This design comes from an exercise in tuning for small area, a short achievable clock period and few clock cycles per item on the open sky130 flow, not from production work.
Function not checked in this run: the RTL went through the layout flow alone.
No activity file was given, so power comes from the tool's default toggle rates.

==> design.v <==
module mac_neuron(
	input clk,
	input rst,
	input in_valid,
	output in_ready,
	input [15:0] in_x,
	input [15:0] in_w,
	input in_last,
	output reg out_valid,
	output [15:0] out_data
);
assign in_ready = 1'b1;
reg [15:0] xr, wr;
reg v0, l0;
always @(posedge clk) begin
	xr <= in_x;
	wr <= in_w;
	l0 <= in_last;
	v0 <= in_valid & ~rst;
end
wire b1_1;
wire b2_2;
wire bn_3;
wire pp4;
wire pp5;
wire pp6;
wire pp7;
wire pp8;
wire pp9;
wire pp10;
wire pp11;
wire pp12;
wire pp13;
wire pp14;
wire pp15;
wire pp16;
wire pp17;
wire pp18;
wire pp19;
wire pp20;
wire pp21;
wire b1_22;
wire b2_23;
wire bn_24;
wire pp25;
wire pp26;
wire pp27;
wire pp28;
wire pp29;
wire pp30;
wire pp31;
wire pp32;
wire pp33;
wire pp34;
wire pp35;
wire pp36;
wire pp37;
wire pp38;
wire pp39;
wire pp40;
wire pp41;
wire pp42;
wire b1_43;
wire b2_44;
wire bn_45;
wire pp46;
wire pp47;
wire pp48;
wire pp49;
wire pp50;
wire pp51;
wire pp52;
wire pp53;
wire pp54;
wire pp55;
wire pp56;
wire pp57;
wire pp58;
wire pp59;
wire pp60;
wire pp61;
wire pp62;
wire pp63;
wire b1_64;
wire b2_65;
wire bn_66;
wire pp67;
wire pp68;
wire pp69;
wire pp70;
wire pp71;
wire pp72;
wire pp73;
wire pp74;
wire pp75;
wire pp76;
wire pp77;
wire pp78;
wire pp79;
wire pp80;
wire pp81;
wire pp82;
wire pp83;
wire pp84;
wire b1_85;
wire b2_86;
wire bn_87;
wire pp88;
wire pp89;
wire pp90;
wire pp91;
wire pp92;
wire pp93;
wire pp94;
wire pp95;
wire pp96;
wire pp97;
wire pp98;
wire pp99;
wire pp100;
wire pp101;
wire pp102;
wire pp103;
wire pp104;
wire pp105;
wire b1_106;
wire b2_107;
wire bn_108;
wire pp109;
wire pp110;
wire pp111;
wire pp112;
wire pp113;
wire pp114;
wire pp115;
wire pp116;
wire pp117;
wire pp118;
wire pp119;
wire pp120;
wire pp121;
wire pp122;
wire pp123;
wire pp124;
wire pp125;
wire pp126;
wire b1_127;
wire b2_128;
wire bn_129;
wire pp130;
wire pp131;
wire pp132;
wire pp133;
wire pp134;
wire pp135;
wire pp136;
wire pp137;
wire pp138;
wire pp139;
wire pp140;
wire pp141;
wire pp142;
wire pp143;
wire pp144;
wire pp145;
wire pp146;
wire pp147;
wire b1_148;
wire b2_149;
wire bn_150;
wire pp151;
wire pp152;
wire pp153;
wire pp154;
wire pp155;
wire pp156;
wire pp157;
wire pp158;
wire pp159;
wire pp160;
wire pp161;
wire pp162;
wire pp163;
wire pp164;
wire pp165;
wire pp166;
wire pp167;
wire pp168;
wire s169;
wire s170;
wire c171;
wire s172;
wire c173;
wire s174;
wire c175;
wire s176;
wire c177;
wire s178;
wire c179;
wire s180;
wire c181;
wire s182;
wire c183;
wire s184;
wire c185;
wire s186;
wire c187;
wire s188;
wire c189;
wire s190;
wire c191;
wire s192;
wire c193;
wire s194;
wire c195;
wire s196;
wire c197;
wire s198;
wire c199;
wire s200;
wire c201;
wire s202;
wire c203;
wire s204;
wire c205;
wire s206;
wire c207;
wire s208;
wire c209;
wire s210;
wire c211;
wire s212;
wire c213;
wire s214;
wire c215;
wire s216;
wire s217;
wire c218;
wire s219;
wire c220;
wire s221;
wire c222;
wire s223;
wire c224;
wire s225;
wire c226;
wire s227;
wire c228;
wire s229;
wire c230;
wire s231;
wire c232;
wire s233;
wire c234;
wire s235;
wire c236;
wire s237;
wire c238;
wire s239;
wire c240;
wire s241;
wire c242;
wire s243;
wire c244;
wire s245;
wire c246;
wire s247;
wire c248;
wire s249;
wire c250;
wire s251;
wire c252;
wire s253;
wire c254;
wire s255;
wire c256;
wire s257;
wire c258;
wire s259;
wire c260;
wire s261;
wire c262;
wire s263;
wire c264;
wire s265;
wire c266;
wire s267;
wire c268;
wire s269;
wire c270;
wire s271;
wire c272;
wire s273;
wire c274;
wire s275;
wire c276;
wire s277;
wire c278;
wire s279;
wire c280;
wire s281;
wire c282;
wire s283;
wire c284;
wire s285;
wire c286;
wire s287;
wire s288;
wire c289;
wire s290;
wire c291;
wire s292;
wire c293;
wire s294;
wire c295;
wire s296;
wire c297;
wire s298;
wire c299;
wire s300;
wire c301;
wire s302;
wire c303;
wire s304;
wire c305;
wire s306;
wire c307;
wire s308;
wire c309;
wire s310;
wire c311;
wire s312;
wire c313;
wire s314;
wire c315;
wire s316;
wire c317;
wire s318;
wire c319;
wire s320;
wire c321;
wire s322;
wire c323;
wire s324;
wire c325;
wire s326;
wire c327;
wire s328;
wire c329;
wire s330;
wire c331;
wire s332;
wire c333;
wire s334;
wire s335;
wire c336;
wire s337;
wire c338;
wire s339;
wire c340;
wire s341;
wire c342;
wire s343;
wire c344;
wire s345;
wire c346;
wire s347;
wire c348;
wire s349;
wire c350;
wire s351;
wire c352;
wire s353;
wire c354;
wire s355;
wire c356;
wire s357;
wire c358;
wire s359;
wire c360;
wire s361;
wire c362;
wire s363;
wire c364;
wire s365;
wire c366;
wire s367;
wire c368;
wire s369;
wire c370;
wire s371;
wire c372;
wire s373;
wire c374;
wire s375;
wire c376;
wire s377;
wire c378;
wire s379;
wire c380;
wire s381;
wire c382;
wire s383;
wire c384;
wire s385;
wire c386;
wire s387;
wire c388;
wire s389;
assign b1_1 = wr[0] ^ 1'b0;
assign b2_2 = (wr[1] & ~wr[0] & ~1'b0) | (~wr[1] & wr[0] & 1'b0);
assign bn_3 = wr[1];
assign pp4 = ((b1_1 & xr[0]) | (b2_2 & 1'b0)) ^ bn_3;
assign pp5 = ((b1_1 & xr[1]) | (b2_2 & xr[0])) ^ bn_3;
assign pp6 = ((b1_1 & xr[2]) | (b2_2 & xr[1])) ^ bn_3;
assign pp7 = ((b1_1 & xr[3]) | (b2_2 & xr[2])) ^ bn_3;
assign pp8 = ((b1_1 & xr[4]) | (b2_2 & xr[3])) ^ bn_3;
assign pp9 = ((b1_1 & xr[5]) | (b2_2 & xr[4])) ^ bn_3;
assign pp10 = ((b1_1 & xr[6]) | (b2_2 & xr[5])) ^ bn_3;
assign pp11 = ((b1_1 & xr[7]) | (b2_2 & xr[6])) ^ bn_3;
assign pp12 = ((b1_1 & xr[8]) | (b2_2 & xr[7])) ^ bn_3;
assign pp13 = ((b1_1 & xr[9]) | (b2_2 & xr[8])) ^ bn_3;
assign pp14 = ((b1_1 & xr[10]) | (b2_2 & xr[9])) ^ bn_3;
assign pp15 = ((b1_1 & xr[11]) | (b2_2 & xr[10])) ^ bn_3;
assign pp16 = ((b1_1 & xr[12]) | (b2_2 & xr[11])) ^ bn_3;
assign pp17 = ((b1_1 & xr[13]) | (b2_2 & xr[12])) ^ bn_3;
assign pp18 = ((b1_1 & xr[14]) | (b2_2 & xr[13])) ^ bn_3;
assign pp19 = ((b1_1 & xr[15]) | (b2_2 & xr[14])) ^ bn_3;
assign pp20 = ((b1_1 & xr[15]) | (b2_2 & xr[15])) ^ bn_3;
assign pp21 = ~pp20;
assign b1_22 = wr[2] ^ wr[1];
assign b2_23 = (wr[3] & ~wr[2] & ~wr[1]) | (~wr[3] & wr[2] & wr[1]);
assign bn_24 = wr[3];
assign pp25 = ((b1_22 & xr[0]) | (b2_23 & 1'b0)) ^ bn_24;
assign pp26 = ((b1_22 & xr[1]) | (b2_23 & xr[0])) ^ bn_24;
assign pp27 = ((b1_22 & xr[2]) | (b2_23 & xr[1])) ^ bn_24;
assign pp28 = ((b1_22 & xr[3]) | (b2_23 & xr[2])) ^ bn_24;
assign pp29 = ((b1_22 & xr[4]) | (b2_23 & xr[3])) ^ bn_24;
assign pp30 = ((b1_22 & xr[5]) | (b2_23 & xr[4])) ^ bn_24;
assign pp31 = ((b1_22 & xr[6]) | (b2_23 & xr[5])) ^ bn_24;
assign pp32 = ((b1_22 & xr[7]) | (b2_23 & xr[6])) ^ bn_24;
assign pp33 = ((b1_22 & xr[8]) | (b2_23 & xr[7])) ^ bn_24;
assign pp34 = ((b1_22 & xr[9]) | (b2_23 & xr[8])) ^ bn_24;
assign pp35 = ((b1_22 & xr[10]) | (b2_23 & xr[9])) ^ bn_24;
assign pp36 = ((b1_22 & xr[11]) | (b2_23 & xr[10])) ^ bn_24;
assign pp37 = ((b1_22 & xr[12]) | (b2_23 & xr[11])) ^ bn_24;
assign pp38 = ((b1_22 & xr[13]) | (b2_23 & xr[12])) ^ bn_24;
assign pp39 = ((b1_22 & xr[14]) | (b2_23 & xr[13])) ^ bn_24;
assign pp40 = ((b1_22 & xr[15]) | (b2_23 & xr[14])) ^ bn_24;
assign pp41 = ((b1_22 & xr[15]) | (b2_23 & xr[15])) ^ bn_24;
assign pp42 = ~pp41;
assign b1_43 = wr[4] ^ wr[3];
assign b2_44 = (wr[5] & ~wr[4] & ~wr[3]) | (~wr[5] & wr[4] & wr[3]);
assign bn_45 = wr[5];
assign pp46 = ((b1_43 & xr[0]) | (b2_44 & 1'b0)) ^ bn_45;
assign pp47 = ((b1_43 & xr[1]) | (b2_44 & xr[0])) ^ bn_45;
assign pp48 = ((b1_43 & xr[2]) | (b2_44 & xr[1])) ^ bn_45;
assign pp49 = ((b1_43 & xr[3]) | (b2_44 & xr[2])) ^ bn_45;
assign pp50 = ((b1_43 & xr[4]) | (b2_44 & xr[3])) ^ bn_45;
assign pp51 = ((b1_43 & xr[5]) | (b2_44 & xr[4])) ^ bn_45;
assign pp52 = ((b1_43 & xr[6]) | (b2_44 & xr[5])) ^ bn_45;
assign pp53 = ((b1_43 & xr[7]) | (b2_44 & xr[6])) ^ bn_45;
assign pp54 = ((b1_43 & xr[8]) | (b2_44 & xr[7])) ^ bn_45;
assign pp55 = ((b1_43 & xr[9]) | (b2_44 & xr[8])) ^ bn_45;
assign pp56 = ((b1_43 & xr[10]) | (b2_44 & xr[9])) ^ bn_45;
assign pp57 = ((b1_43 & xr[11]) | (b2_44 & xr[10])) ^ bn_45;
assign pp58 = ((b1_43 & xr[12]) | (b2_44 & xr[11])) ^ bn_45;
assign pp59 = ((b1_43 & xr[13]) | (b2_44 & xr[12])) ^ bn_45;
assign pp60 = ((b1_43 & xr[14]) | (b2_44 & xr[13])) ^ bn_45;
assign pp61 = ((b1_43 & xr[15]) | (b2_44 & xr[14])) ^ bn_45;
assign pp62 = ((b1_43 & xr[15]) | (b2_44 & xr[15])) ^ bn_45;
assign pp63 = ~pp62;
assign b1_64 = wr[6] ^ wr[5];
assign b2_65 = (wr[7] & ~wr[6] & ~wr[5]) | (~wr[7] & wr[6] & wr[5]);
assign bn_66 = wr[7];
assign pp67 = ((b1_64 & xr[0]) | (b2_65 & 1'b0)) ^ bn_66;
assign pp68 = ((b1_64 & xr[1]) | (b2_65 & xr[0])) ^ bn_66;
assign pp69 = ((b1_64 & xr[2]) | (b2_65 & xr[1])) ^ bn_66;
assign pp70 = ((b1_64 & xr[3]) | (b2_65 & xr[2])) ^ bn_66;
assign pp71 = ((b1_64 & xr[4]) | (b2_65 & xr[3])) ^ bn_66;
assign pp72 = ((b1_64 & xr[5]) | (b2_65 & xr[4])) ^ bn_66;
assign pp73 = ((b1_64 & xr[6]) | (b2_65 & xr[5])) ^ bn_66;
assign pp74 = ((b1_64 & xr[7]) | (b2_65 & xr[6])) ^ bn_66;
assign pp75 = ((b1_64 & xr[8]) | (b2_65 & xr[7])) ^ bn_66;
assign pp76 = ((b1_64 & xr[9]) | (b2_65 & xr[8])) ^ bn_66;
assign pp77 = ((b1_64 & xr[10]) | (b2_65 & xr[9])) ^ bn_66;
assign pp78 = ((b1_64 & xr[11]) | (b2_65 & xr[10])) ^ bn_66;
assign pp79 = ((b1_64 & xr[12]) | (b2_65 & xr[11])) ^ bn_66;
assign pp80 = ((b1_64 & xr[13]) | (b2_65 & xr[12])) ^ bn_66;
assign pp81 = ((b1_64 & xr[14]) | (b2_65 & xr[13])) ^ bn_66;
assign pp82 = ((b1_64 & xr[15]) | (b2_65 & xr[14])) ^ bn_66;
assign pp83 = ((b1_64 & xr[15]) | (b2_65 & xr[15])) ^ bn_66;
assign pp84 = ~pp83;
assign b1_85 = wr[8] ^ wr[7];
assign b2_86 = (wr[9] & ~wr[8] & ~wr[7]) | (~wr[9] & wr[8] & wr[7]);
assign bn_87 = wr[9];
assign pp88 = ((b1_85 & xr[0]) | (b2_86 & 1'b0)) ^ bn_87;
assign pp89 = ((b1_85 & xr[1]) | (b2_86 & xr[0])) ^ bn_87;
assign pp90 = ((b1_85 & xr[2]) | (b2_86 & xr[1])) ^ bn_87;
assign pp91 = ((b1_85 & xr[3]) | (b2_86 & xr[2])) ^ bn_87;
assign pp92 = ((b1_85 & xr[4]) | (b2_86 & xr[3])) ^ bn_87;
assign pp93 = ((b1_85 & xr[5]) | (b2_86 & xr[4])) ^ bn_87;
assign pp94 = ((b1_85 & xr[6]) | (b2_86 & xr[5])) ^ bn_87;
assign pp95 = ((b1_85 & xr[7]) | (b2_86 & xr[6])) ^ bn_87;
assign pp96 = ((b1_85 & xr[8]) | (b2_86 & xr[7])) ^ bn_87;
assign pp97 = ((b1_85 & xr[9]) | (b2_86 & xr[8])) ^ bn_87;
assign pp98 = ((b1_85 & xr[10]) | (b2_86 & xr[9])) ^ bn_87;
assign pp99 = ((b1_85 & xr[11]) | (b2_86 & xr[10])) ^ bn_87;
assign pp100 = ((b1_85 & xr[12]) | (b2_86 & xr[11])) ^ bn_87;
assign pp101 = ((b1_85 & xr[13]) | (b2_86 & xr[12])) ^ bn_87;
assign pp102 = ((b1_85 & xr[14]) | (b2_86 & xr[13])) ^ bn_87;
assign pp103 = ((b1_85 & xr[15]) | (b2_86 & xr[14])) ^ bn_87;
assign pp104 = ((b1_85 & xr[15]) | (b2_86 & xr[15])) ^ bn_87;
assign pp105 = ~pp104;
assign b1_106 = wr[10] ^ wr[9];
assign b2_107 = (wr[11] & ~wr[10] & ~wr[9]) | (~wr[11] & wr[10] & wr[9]);
assign bn_108 = wr[11];
assign pp109 = ((b1_106 & xr[0]) | (b2_107 & 1'b0)) ^ bn_108;
assign pp110 = ((b1_106 & xr[1]) | (b2_107 & xr[0])) ^ bn_108;
assign pp111 = ((b1_106 & xr[2]) | (b2_107 & xr[1])) ^ bn_108;
assign pp112 = ((b1_106 & xr[3]) | (b2_107 & xr[2])) ^ bn_108;
assign pp113 = ((b1_106 & xr[4]) | (b2_107 & xr[3])) ^ bn_108;
assign pp114 = ((b1_106 & xr[5]) | (b2_107 & xr[4])) ^ bn_108;
assign pp115 = ((b1_106 & xr[6]) | (b2_107 & xr[5])) ^ bn_108;
assign pp116 = ((b1_106 & xr[7]) | (b2_107 & xr[6])) ^ bn_108;
assign pp117 = ((b1_106 & xr[8]) | (b2_107 & xr[7])) ^ bn_108;
assign pp118 = ((b1_106 & xr[9]) | (b2_107 & xr[8])) ^ bn_108;
assign pp119 = ((b1_106 & xr[10]) | (b2_107 & xr[9])) ^ bn_108;
assign pp120 = ((b1_106 & xr[11]) | (b2_107 & xr[10])) ^ bn_108;
assign pp121 = ((b1_106 & xr[12]) | (b2_107 & xr[11])) ^ bn_108;
assign pp122 = ((b1_106 & xr[13]) | (b2_107 & xr[12])) ^ bn_108;
assign pp123 = ((b1_106 & xr[14]) | (b2_107 & xr[13])) ^ bn_108;
assign pp124 = ((b1_106 & xr[15]) | (b2_107 & xr[14])) ^ bn_108;
assign pp125 = ((b1_106 & xr[15]) | (b2_107 & xr[15])) ^ bn_108;
assign pp126 = ~pp125;
assign b1_127 = wr[12] ^ wr[11];
assign b2_128 = (wr[13] & ~wr[12] & ~wr[11]) | (~wr[13] & wr[12] & wr[11]);
assign bn_129 = wr[13];
assign pp130 = ((b1_127 & xr[0]) | (b2_128 & 1'b0)) ^ bn_129;
assign pp131 = ((b1_127 & xr[1]) | (b2_128 & xr[0])) ^ bn_129;
assign pp132 = ((b1_127 & xr[2]) | (b2_128 & xr[1])) ^ bn_129;
assign pp133 = ((b1_127 & xr[3]) | (b2_128 & xr[2])) ^ bn_129;
assign pp134 = ((b1_127 & xr[4]) | (b2_128 & xr[3])) ^ bn_129;
assign pp135 = ((b1_127 & xr[5]) | (b2_128 & xr[4])) ^ bn_129;
assign pp136 = ((b1_127 & xr[6]) | (b2_128 & xr[5])) ^ bn_129;
assign pp137 = ((b1_127 & xr[7]) | (b2_128 & xr[6])) ^ bn_129;
assign pp138 = ((b1_127 & xr[8]) | (b2_128 & xr[7])) ^ bn_129;
assign pp139 = ((b1_127 & xr[9]) | (b2_128 & xr[8])) ^ bn_129;
assign pp140 = ((b1_127 & xr[10]) | (b2_128 & xr[9])) ^ bn_129;
assign pp141 = ((b1_127 & xr[11]) | (b2_128 & xr[10])) ^ bn_129;
assign pp142 = ((b1_127 & xr[12]) | (b2_128 & xr[11])) ^ bn_129;
assign pp143 = ((b1_127 & xr[13]) | (b2_128 & xr[12])) ^ bn_129;
assign pp144 = ((b1_127 & xr[14]) | (b2_128 & xr[13])) ^ bn_129;
assign pp145 = ((b1_127 & xr[15]) | (b2_128 & xr[14])) ^ bn_129;
assign pp146 = ((b1_127 & xr[15]) | (b2_128 & xr[15])) ^ bn_129;
assign pp147 = ~pp146;
assign b1_148 = wr[14] ^ wr[13];
assign b2_149 = (wr[15] & ~wr[14] & ~wr[13]) | (~wr[15] & wr[14] & wr[13]);
assign bn_150 = wr[15];
assign pp151 = ((b1_148 & xr[0]) | (b2_149 & 1'b0)) ^ bn_150;
assign pp152 = ((b1_148 & xr[1]) | (b2_149 & xr[0])) ^ bn_150;
assign pp153 = ((b1_148 & xr[2]) | (b2_149 & xr[1])) ^ bn_150;
assign pp154 = ((b1_148 & xr[3]) | (b2_149 & xr[2])) ^ bn_150;
assign pp155 = ((b1_148 & xr[4]) | (b2_149 & xr[3])) ^ bn_150;
assign pp156 = ((b1_148 & xr[5]) | (b2_149 & xr[4])) ^ bn_150;
assign pp157 = ((b1_148 & xr[6]) | (b2_149 & xr[5])) ^ bn_150;
assign pp158 = ((b1_148 & xr[7]) | (b2_149 & xr[6])) ^ bn_150;
assign pp159 = ((b1_148 & xr[8]) | (b2_149 & xr[7])) ^ bn_150;
assign pp160 = ((b1_148 & xr[9]) | (b2_149 & xr[8])) ^ bn_150;
assign pp161 = ((b1_148 & xr[10]) | (b2_149 & xr[9])) ^ bn_150;
assign pp162 = ((b1_148 & xr[11]) | (b2_149 & xr[10])) ^ bn_150;
assign pp163 = ((b1_148 & xr[12]) | (b2_149 & xr[11])) ^ bn_150;
assign pp164 = ((b1_148 & xr[13]) | (b2_149 & xr[12])) ^ bn_150;
assign pp165 = ((b1_148 & xr[14]) | (b2_149 & xr[13])) ^ bn_150;
assign pp166 = ((b1_148 & xr[15]) | (b2_149 & xr[14])) ^ bn_150;
assign pp167 = ((b1_148 & xr[15]) | (b2_149 & xr[15])) ^ bn_150;
assign pp168 = ~pp167;
assign s169 = ~pp12;
ha_cell u_s170 (.a(pp14), .b(pp33), .s(s170), .co(c171));
ha_cell u_s172 (.a(pp15), .b(pp34), .s(s172), .co(c173));
fa_cell u_s174 (.a(pp16), .b(pp35), .c(pp54), .s(s174), .co(c175));
ha_cell u_s176 (.a(pp73), .b(pp92), .s(s176), .co(c177));
fa_cell u_s178 (.a(pp17), .b(pp36), .c(pp55), .s(s178), .co(c179));
ha_cell u_s180 (.a(pp74), .b(pp93), .s(s180), .co(c181));
fa_cell u_s182 (.a(pp18), .b(pp37), .c(pp56), .s(s182), .co(c183));
fa_cell u_s184 (.a(pp75), .b(pp94), .c(pp113), .s(s184), .co(c185));
ha_cell u_s186 (.a(pp132), .b(pp151), .s(s186), .co(c187));
fa_cell u_s188 (.a(pp19), .b(pp38), .c(pp57), .s(s188), .co(c189));
fa_cell u_s190 (.a(pp76), .b(pp95), .c(pp114), .s(s190), .co(c191));
ha_cell u_s192 (.a(pp133), .b(pp152), .s(s192), .co(c193));
assign s194 = ~(pp21 ^ pp39);
assign c195 = pp21 | pp39;
fa_cell u_s196 (.a(pp58), .b(pp77), .c(pp96), .s(s196), .co(c197));
fa_cell u_s198 (.a(pp115), .b(pp134), .c(pp153), .s(s198), .co(c199));
assign s200 = ~(pp40 ^ pp59);
assign c201 = pp40 | pp59;
fa_cell u_s202 (.a(pp78), .b(pp97), .c(pp116), .s(s202), .co(c203));
ha_cell u_s204 (.a(pp135), .b(pp154), .s(s204), .co(c205));
fa_cell u_s206 (.a(pp42), .b(pp60), .c(pp79), .s(s206), .co(c207));
fa_cell u_s208 (.a(pp98), .b(pp117), .c(pp136), .s(s208), .co(c209));
assign s210 = ~(pp61 ^ pp80);
assign c211 = pp61 | pp80;
ha_cell u_s212 (.a(pp99), .b(pp118), .s(s212), .co(c213));
fa_cell u_s214 (.a(pp63), .b(pp81), .c(pp100), .s(s214), .co(c215));
assign s216 = ~pp82;
ha_cell u_s217 (.a(pp10), .b(pp29), .s(s217), .co(c218));
ha_cell u_s219 (.a(pp11), .b(pp30), .s(s219), .co(c220));
fa_cell u_s221 (.a(pp31), .b(pp50), .c(pp69), .s(s221), .co(c222));
ha_cell u_s223 (.a(pp88), .b(bn_87), .s(s223), .co(c224));
fa_cell u_s225 (.a(pp12), .b(pp13), .c(pp32), .s(s225), .co(c226));
fa_cell u_s227 (.a(pp51), .b(pp70), .c(pp89), .s(s227), .co(c228));
fa_cell u_s229 (.a(pp52), .b(pp71), .c(pp90), .s(s229), .co(c230));
fa_cell u_s231 (.a(pp109), .b(bn_108), .c(s170), .s(s231), .co(c232));
fa_cell u_s233 (.a(c171), .b(pp53), .c(pp72), .s(s233), .co(c234));
fa_cell u_s235 (.a(pp91), .b(pp110), .c(s172), .s(s235), .co(c236));
fa_cell u_s237 (.a(c173), .b(pp111), .c(pp130), .s(s237), .co(c238));
fa_cell u_s239 (.a(bn_129), .b(s174), .c(s176), .s(s239), .co(c240));
fa_cell u_s241 (.a(c175), .b(c177), .c(pp112), .s(s241), .co(c242));
fa_cell u_s243 (.a(pp131), .b(s178), .c(s180), .s(s243), .co(c244));
fa_cell u_s245 (.a(c179), .b(c181), .c(bn_150), .s(s245), .co(c246));
fa_cell u_s247 (.a(s182), .b(s184), .c(s186), .s(s247), .co(c248));
fa_cell u_s249 (.a(c183), .b(c185), .c(c187), .s(s249), .co(c250));
fa_cell u_s251 (.a(s188), .b(s190), .c(s192), .s(s251), .co(c252));
fa_cell u_s253 (.a(c189), .b(c191), .c(c193), .s(s253), .co(c254));
fa_cell u_s255 (.a(s194), .b(s196), .c(s198), .s(s255), .co(c256));
fa_cell u_s257 (.a(c195), .b(c197), .c(c199), .s(s257), .co(c258));
fa_cell u_s259 (.a(s200), .b(s202), .c(s204), .s(s259), .co(c260));
fa_cell u_s261 (.a(c201), .b(c203), .c(c205), .s(s261), .co(c262));
fa_cell u_s263 (.a(pp155), .b(s206), .c(s208), .s(s263), .co(c264));
fa_cell u_s265 (.a(c207), .b(c209), .c(pp137), .s(s265), .co(c266));
fa_cell u_s267 (.a(pp156), .b(s210), .c(s212), .s(s267), .co(c268));
fa_cell u_s269 (.a(c211), .b(c213), .c(pp119), .s(s269), .co(c270));
fa_cell u_s271 (.a(pp138), .b(pp157), .c(s214), .s(s271), .co(c272));
fa_cell u_s273 (.a(c215), .b(pp101), .c(pp120), .s(s273), .co(c274));
fa_cell u_s275 (.a(pp139), .b(pp158), .c(s216), .s(s275), .co(c276));
fa_cell u_s277 (.a(pp82), .b(pp84), .c(pp102), .s(s277), .co(c278));
fa_cell u_s279 (.a(pp121), .b(pp140), .c(pp159), .s(s279), .co(c280));
assign s281 = ~(pp103 ^ pp122);
assign c282 = pp103 | pp122;
ha_cell u_s283 (.a(pp141), .b(pp160), .s(s283), .co(c284));
fa_cell u_s285 (.a(pp105), .b(pp123), .c(pp142), .s(s285), .co(c286));
assign s287 = ~pp124;
ha_cell u_s288 (.a(pp8), .b(pp27), .s(s288), .co(c289));
ha_cell u_s290 (.a(pp9), .b(pp28), .s(s290), .co(c291));
fa_cell u_s292 (.a(pp48), .b(pp67), .c(bn_66), .s(s292), .co(c293));
fa_cell u_s294 (.a(c218), .b(pp49), .c(pp68), .s(s294), .co(c295));
fa_cell u_s296 (.a(c220), .b(s169), .c(s221), .s(s296), .co(c297));
fa_cell u_s298 (.a(c222), .b(c224), .c(s225), .s(s298), .co(c299));
fa_cell u_s300 (.a(c226), .b(c228), .c(s229), .s(s300), .co(c301));
fa_cell u_s302 (.a(c230), .b(c232), .c(s233), .s(s302), .co(c303));
fa_cell u_s304 (.a(c234), .b(c236), .c(s237), .s(s304), .co(c305));
fa_cell u_s306 (.a(c238), .b(c240), .c(s241), .s(s306), .co(c307));
fa_cell u_s308 (.a(c242), .b(c244), .c(s245), .s(s308), .co(c309));
fa_cell u_s310 (.a(c246), .b(c248), .c(s249), .s(s310), .co(c311));
fa_cell u_s312 (.a(c250), .b(c252), .c(s253), .s(s312), .co(c313));
fa_cell u_s314 (.a(c254), .b(c256), .c(s257), .s(s314), .co(c315));
fa_cell u_s316 (.a(c258), .b(c260), .c(s261), .s(s316), .co(c317));
fa_cell u_s318 (.a(c262), .b(c264), .c(s265), .s(s318), .co(c319));
fa_cell u_s320 (.a(c266), .b(c268), .c(s269), .s(s320), .co(c321));
fa_cell u_s322 (.a(c270), .b(c272), .c(s273), .s(s322), .co(c323));
fa_cell u_s324 (.a(c274), .b(c276), .c(s277), .s(s324), .co(c325));
fa_cell u_s326 (.a(c278), .b(c280), .c(s281), .s(s326), .co(c327));
fa_cell u_s328 (.a(c282), .b(c284), .c(pp161), .s(s328), .co(c329));
fa_cell u_s330 (.a(c286), .b(pp143), .c(pp162), .s(s330), .co(c331));
fa_cell u_s332 (.a(pp124), .b(pp126), .c(pp144), .s(s332), .co(c333));
assign s334 = ~pp145;
ha_cell u_s335 (.a(pp6), .b(pp25), .s(s335), .co(c336));
ha_cell u_s337 (.a(pp7), .b(pp26), .s(s337), .co(c338));
fa_cell u_s339 (.a(pp46), .b(bn_45), .c(s288), .s(s339), .co(c340));
fa_cell u_s341 (.a(c289), .b(pp47), .c(s290), .s(s341), .co(c342));
fa_cell u_s343 (.a(c291), .b(s217), .c(s292), .s(s343), .co(c344));
fa_cell u_s345 (.a(c293), .b(s219), .c(s294), .s(s345), .co(c346));
fa_cell u_s347 (.a(c295), .b(s223), .c(s296), .s(s347), .co(c348));
fa_cell u_s349 (.a(c297), .b(s227), .c(s298), .s(s349), .co(c350));
fa_cell u_s351 (.a(c299), .b(s231), .c(s300), .s(s351), .co(c352));
fa_cell u_s353 (.a(c301), .b(s235), .c(s302), .s(s353), .co(c354));
fa_cell u_s355 (.a(c303), .b(s239), .c(s304), .s(s355), .co(c356));
fa_cell u_s357 (.a(c305), .b(s243), .c(s306), .s(s357), .co(c358));
fa_cell u_s359 (.a(c307), .b(s247), .c(s308), .s(s359), .co(c360));
fa_cell u_s361 (.a(c309), .b(s251), .c(s310), .s(s361), .co(c362));
fa_cell u_s363 (.a(c311), .b(s255), .c(s312), .s(s363), .co(c364));
fa_cell u_s365 (.a(c313), .b(s259), .c(s314), .s(s365), .co(c366));
fa_cell u_s367 (.a(c315), .b(s263), .c(s316), .s(s367), .co(c368));
fa_cell u_s369 (.a(c317), .b(s267), .c(s318), .s(s369), .co(c370));
fa_cell u_s371 (.a(c319), .b(s271), .c(s320), .s(s371), .co(c372));
fa_cell u_s373 (.a(c321), .b(s275), .c(s322), .s(s373), .co(c374));
fa_cell u_s375 (.a(c323), .b(s279), .c(s324), .s(s375), .co(c376));
fa_cell u_s377 (.a(c325), .b(s283), .c(s326), .s(s377), .co(c378));
fa_cell u_s379 (.a(c327), .b(s285), .c(s328), .s(s379), .co(c380));
fa_cell u_s381 (.a(c329), .b(s287), .c(s330), .s(s381), .co(c382));
fa_cell u_s383 (.a(c331), .b(pp163), .c(s332), .s(s383), .co(c384));
fa_cell u_s385 (.a(c333), .b(pp164), .c(s334), .s(s385), .co(c386));
fa_cell u_s387 (.a(pp145), .b(pp147), .c(pp165), .s(s387), .co(c388));
assign s389 = ~pp166;
wire [8:0] lowsum = {1'b0, c344, c342, c340, c338, c336, bn_24, pp5, pp4} + {1'b0, s345, s343, s341, s339, s337, s335, 1'b0, bn_3};
wire zlow = ~|lowsum[7:0];
wire c_low = lowsum[8];
reg [23:0] ha_r, hb_r;
reg cl_r, zl_r, v1, l1;
always @(posedge clk) begin
	ha_r <= {1'b1, pp166, c388, c386, c384, c382, c380, c378, c376, c374, c372, c370, c368, c366, c364, c362, c360, c358, c356, c354, c352, c350, c348, c346};
	hb_r <= {1'b0, pp168, s389, s387, s385, s383, s381, s379, s377, s375, s373, s371, s369, s367, s365, s363, s361, s359, s357, s355, s353, s351, s349, s347};
	cl_r <= c_low;
	zl_r <= zlow;
	l1 <= l0;
	v1 <= v0 & ~rst;
end
wire [23:0] s_hi = ha_r + hb_r + {23'd0, cl_r};
wire tie = zl_r & ~s_hi[0];
wire [22:0] q = {s_hi[23:2], s_hi[1] & ~tie};
wire q_pos = ~q[22] & (|q[21:15]);
wire q_neg = q[22] & (~&q[21:15] | ~|q[14:0]);
wire [15:0] m = q_pos ? 16'h7FFF : q_neg ? 16'h8001 : q[15:0];
reg [15:0] m_r;
reg v2, l2;
always @(posedge clk) begin
	m_r <= v1 ? m : 16'h0000;
	l2 <= l1;
	v2 <= v1 & ~rst;
end
reg [15:0] acc;
reg first;
wire signed [16:0] sum = $signed({acc[15], acc}) + $signed({m_r[15], m_r});
wire [15:0] acc_sat = (sum > 17'sd32767) ? 16'h7FFF : (sum < -17'sd32767) ? 16'h8001 : sum[15:0];
always @(posedge clk) begin
	acc <= first ? m_r : acc_sat;
	if (rst) begin
		first <= 1'b1;
		out_valid <= 1'b0;
	end else begin
		if (v2) first <= l2;
		out_valid <= v2 & l2;
	end
end
assign out_data = acc;
endmodule
module fa_cell(input a, input b, input c, output s, output co);
assign s = a ^ b ^ c;
assign co = (a & b) | (a & c) | (b & c);
endmodule
module ha_cell(input a, input b, output s, output co);
assign s = a ^ b;
assign co = a & b;
endmodule
==> flow/run.sh <==
#!/bin/bash
set -euo pipefail
MARGIN=$(cat flow/margin.txt)
export SETUP_SLACK_MARGIN=$MARGIN
bash standard.sh > std_flow.log 2>&1
==> flow/margin.txt <==
7.6
==> standard.sh <==
#!/bin/bash
# synth_recipe.tcl (not shown) runs the flow's synth.tcl, then flattens the netlist and writes it again
# the make line also repeats each setting of config.mk as NAME=value (left out here)
make -C /OpenROAD-flow-scripts/flow DESIGN_CONFIG=/design/flow/config.mk WORK_HOME=/design/flow/orfs CLKGATE_MAP_FILE= SYNTH_SCRIPT=/design/flow/synth_recipe.tcl "${@:-finish}"
==> config.mk <==
export PLATFORM = sky130hd
export DESIGN_NAME = mac_neuron
export DESIGN_NICKNAME = mac_neuron
export VERILOG_FILES = /design/flow/design.v
export SDC_FILE = /design/flow/constraint.sdc
export NUM_CORES = 4
export LEC_CHECK = 0
export ABC_AREA = 1
export CAP_MARGIN = 20
export CORE_MARGIN = 2
export CORE_UTILIZATION = 40
export PLACE_DENSITY = 0.6
export SLEW_MARGIN = 20
export SYNTH_HIERARCHICAL = 1
==> constraint.sdc <==
create_clock -name core_clock -period 11.0 [get_ports {clk}]
set_input_delay 2.2000 -clock core_clock [delete_from_list [all_inputs] [get_ports {clk}]]
set_output_delay 2.2000 -clock core_clock [all_outputs]
set_load 0.01 [all_outputs]
==> summary.txt <==
[Yosys stat by module (local to each module, per instance)]
| module | times used | cell area [µm²] | flops+latches |
|---|---|---|---|
| fa_cell | 88 | 20.02 | 0 |
| mac_neuron | 1 | 8521 | 120 |
| ha_cell | 16 | 12.51 | 0 |
[flip-flops by register name (all words and copies together) (netlist names), 16 cells and up]
| register | cells |
|---|---|
| xr | 16 |
| ha_r | 23 |
| hb_r | 23 |
| wr | 16 |
| m_r | 16 |
| acc | 16 |
[path summary, 6_finish.rpt]
kind,slack [ns],from,depth (start not counted),to
setup / recovery,7.63,wr[7],11,hb_r[9]
hold / removal,0.33,l0,0,l1
setup reg to reg,7.63,wr[7],11,hb_r[9]
hold reg to reg,0.33,l0,0,l1
[cell usage in the layout (no fill, tap or decap), types with 3 or more instances in the layout]
master	Yosys	routed
nor3_1	6	6
clkbuf_16	0	19
clkinvlp_4	0	10
clkdlybuf4s50_1	0	35
buf_4	2	54
nand4_1	20	20
nor2_1	81	72
o21ai_0	11	11
a211oi_1	8	8
nand2_2	0	7
nand2_1	292	281
nor2_4	0	4
nand2_4	1	5
ha_1	66	65
dfxtp_1	120	112
o22ai_2	0	6
inv_1	186	177
nand3_1	54	54
nor2_2	9	14
buf_12	0	8
fa_1	91	78
o21ai_4	0	7
a21oi_1	68	67
xor2_1	130	129
o21bai_1	6	6
clkinv_2	0	3
dfxtp_4	0	6
xnor2_1	4	4
inv_2	3	3
nand3b_1	4	4
dlygate4sd2_1	0	17
fa_2	0	13
o22ai_1	118	112
[worst max-delay path: stages (launching register included)]
cell	delay (ns)
dfxtp_4	0.35
buf_12	0.13
clkinvlp_4	0.14
nand2_2	0.12
o21ai_4	0.08
buf_12	0.15
o22ai_1	0.18
xor2_1	0.28
fa_2	0.50
fa_2	0.36
fa_1	0.53
fa_1	0.42
[stage by stage]
step	total power [mW]	setup slack (ns)	utilization (%)
after floorplan	2.021	7.579	-
after global placement	2.416	6.637	43.33
after detailed placement	2.451	6.573	43.34
after CTS	3.039	7.584	47.14
after global routing	3.396	7.554	49.30
final	3.074	7.625	49.30
[layer usage]
layer / GRT usage, % / wire length, µm / share of wire, %
met3: 3.074 / 1684 / 6.0
met1: 24.59 / 12020 / 43
met5: 0 / 0 / 0
met2: 33.81 / 13620 / 49
met4: 6.957 / 749 / 2.7
[logic make-up (layout without fill, tap and decap cells)]
kind of cell    Yosys count  count (layout)
xor+xnor                134             134
compound gates          227             227
fa+ha+maj               157             157
other cells               1               1
buf+inv                 246             341
flops                   120             120
simple gates            472             472
[repair_timing]
item,CTS,global route
endpoints found under the setup margin,60,25
pin swaps,13,30
resized for setup,67,47
setup buffers,19,41
cloned,2,3
[final cells by class]
| cell class | instances | area share [%] |
|---|---|---|
| Inverter | 189 | 5.798 |
| Clock buffer | 20 | 3.575 |
| Clock inverter | 11 | 0.9696 |
| Timing Repair inverter | 1 | 0.03918 |
| Tap cell | 335 | 3.281 |
| Sequential cell | 120 | 19.00 |
| Multi-Input combinational cell | 991 | 57.92 |
| Timing Repair Buffer | 120 | 9.412 |
[power by group through the flow]
stage	sequential, mW	combinational, mW	clock, mW
floorplan	0.611	1.41	0
global placement	0.632	1.78	0
detailed placement	0.632	1.82	0
CTS	0.623	1.85	0.566
global route	0.632	2.18	0.584
finish	0.621	1.90	0.556
==> results.tsv <==
stage	metric	value	unit
outcome	status	timing/DRC/antenna clean	
synth	synth_most_common_cell	nand2_1	
synth	synth_mux_area_share	0	%
synth	syn_area	10480	µm²
route	remaining_drc_errors	0	
floorplanning	initial_core_util	40.46	%
cells_and_area	antennaDiodeCount	0	
placed_design	place_congestion	0.8709	
cts	cts_tree	built	
synth	synth_compound_area_share	12.82	%
floorplanning	die_y	165.9	µm
global_route	grt_max_degree	23	
synth	synth_edf_count	0	
setup_path	path_max_fanout	8	
synth	syn_inst	1357	
synth	synthTopCellsByCount	nand2_1 (292), inv_1 (186), xor2_1 (130), dfxtp_1 (120), o22ai_1 (118)	
synth	postSynth.asyncResetShare	0	%
sta	grt_setup_unrepaired	yes	
cts	ctsHoldBuffers	0	
synth	synth_xor_area_share	11.20	%
placed_design	placed_cell_area	11230	µm²
cts	clk_path_buf_depth	2	
placed_design	dp_hpwl	19.95	mm
synth	synthAdderAreaFrac	25.26	%
synth	netlist_top_cells_area	dfxtp_1 (23%), fa_1 (17%), xor2_1 (11%), nand2_1 (10%), ha_1 (7.9%)	
synth	syn_avg_cell_area	7.725	µm²
sta	setup_viol	0	
global_route	grt_use_total	19.49	%
synth	synthesis.nets	1550	
cts	path_clk_slew	0.06	ns
synth	ys.flop_type	dfxtp_1	
flow_run	maxCapViolations	0	
cells_and_area	fin_area	12770	µm²
placed_design	placed_cells	1691	
power	share_comb_of_total_power	61.7	%
cells_and_area	nFillCells	2491	
setup_path	worst_ep_arrival_time	3.67	ns
setup_path	critical_path_class	flop to flop	
cells_and_area	multi_input_comb_area	7400	µm²
synth	seq_area_frac_synth	22.92	%
route	drtIter0Drc	726	
sta	maxSlewViolCount	0	
power	peakVddDrop	0.1129	mV
sta	max-slew-margin-rel	52.32	%
power	power_frac_seq	20.2	%
sta	hold_viol_final	0	
cts	cts.htree.levels	4	
floorplanning	io_pins	54	
route	via_count	9397	
sta	finalCritPeriodShare	30.68	%
synth	ys_types	38	
sta	fin_crit	3.375	ns
cells_and_area	layout-drive-gt1-share	12.74	%
route	via_per_inst	5.259	
synth	synthSimpleGateAreaFrac	18.72	%
cts	clock_sinks	120	
floorplanning	rows	59	
power	power.density	240.6	nW/µm²
synth	synth_top_family_by_area	adder cells	
sta	hold_ws	0.3253	ns
route	dr.pass1.iters	8	
synth	synth_top_area_share	22.92	%
route	wl	28.07	mm
sta	fin_skew	0.01322	ns
placed_design	io_buffers	52	
synth	synth_top_area_cell	dfxtp_1	
floorplanning	core_area	25910	µm²
cells_and_area	syn2layout_area_growth	21.87	%
power	power_frac_clock	18.1	%
sta	worstMarginPinSlew	0.7145	ns
power	p_sw	1.426	mW
floorplanning	dieArea	27520	µm²
cells_and_area	finalNonFillerCells	1787	
global_route	grt_pass1_vias	8872	
route	drtAntennaViolNets	0	
synth	ys_ff_latch	120	
worst_hold_path	min_path_type	flop to flop	
setup_path	cp-end-kind	flop	
setup_path	startpoint_type	flop	
global_route	antenna_found_initial	0	
route	wire_per_inst	15.71	µm
synth	yosys_warnings	7	
setup_path	crit_required	11.30	ns
cells_and_area	final_nets	1633	
power	swShare	46.41	%
sta	fin_setup_tns	0	ns
cells_and_area	regArea	2427	µm²
cts	clock_latency	0.43	ns
cts	cts_buffers	17	
floorplanning	die_x	165.9	µm
power	leakagePower	6.120	nW
sta	fmax	0.2963	GHz
cts	cts-root-buf	clkbuf_16	
power	intPower	1.647	mW
global_route	grt_overflow_total	0	
global_route	grt_pass1_wl	43.45	mm

==> afterwards: timing with drivers on the ports <==
In the flow no input, the clock included, has a driving cell. The finished layout below was timed again as built, in two steps.
Step 1: set_driving_cell puts a clkbuf_16 on clk and a buf_2 on each other input, an assumption about the parent block.
Step 2 times the ports against the registers' clock, not the clock port: input delays grow and output delays shrink by t, the midpoint of the rising clock arrivals with the driver on.
a / b / c = ideal / step 1 / step 2; a / b = the first two.
t (ns): 0.472
setup WS [ns]: 7.625 / 7.625 / 7.625
worst setup path after step 2: register to register
clock arrival spread, ns: 0.013 / 0.013
cell pins on the clock port's net: 1
After both steps setup and hold are still met in this run. For this run, drivers alone change the setup slack by 0.000 ns; drivers and shift together by 0.000 ns.
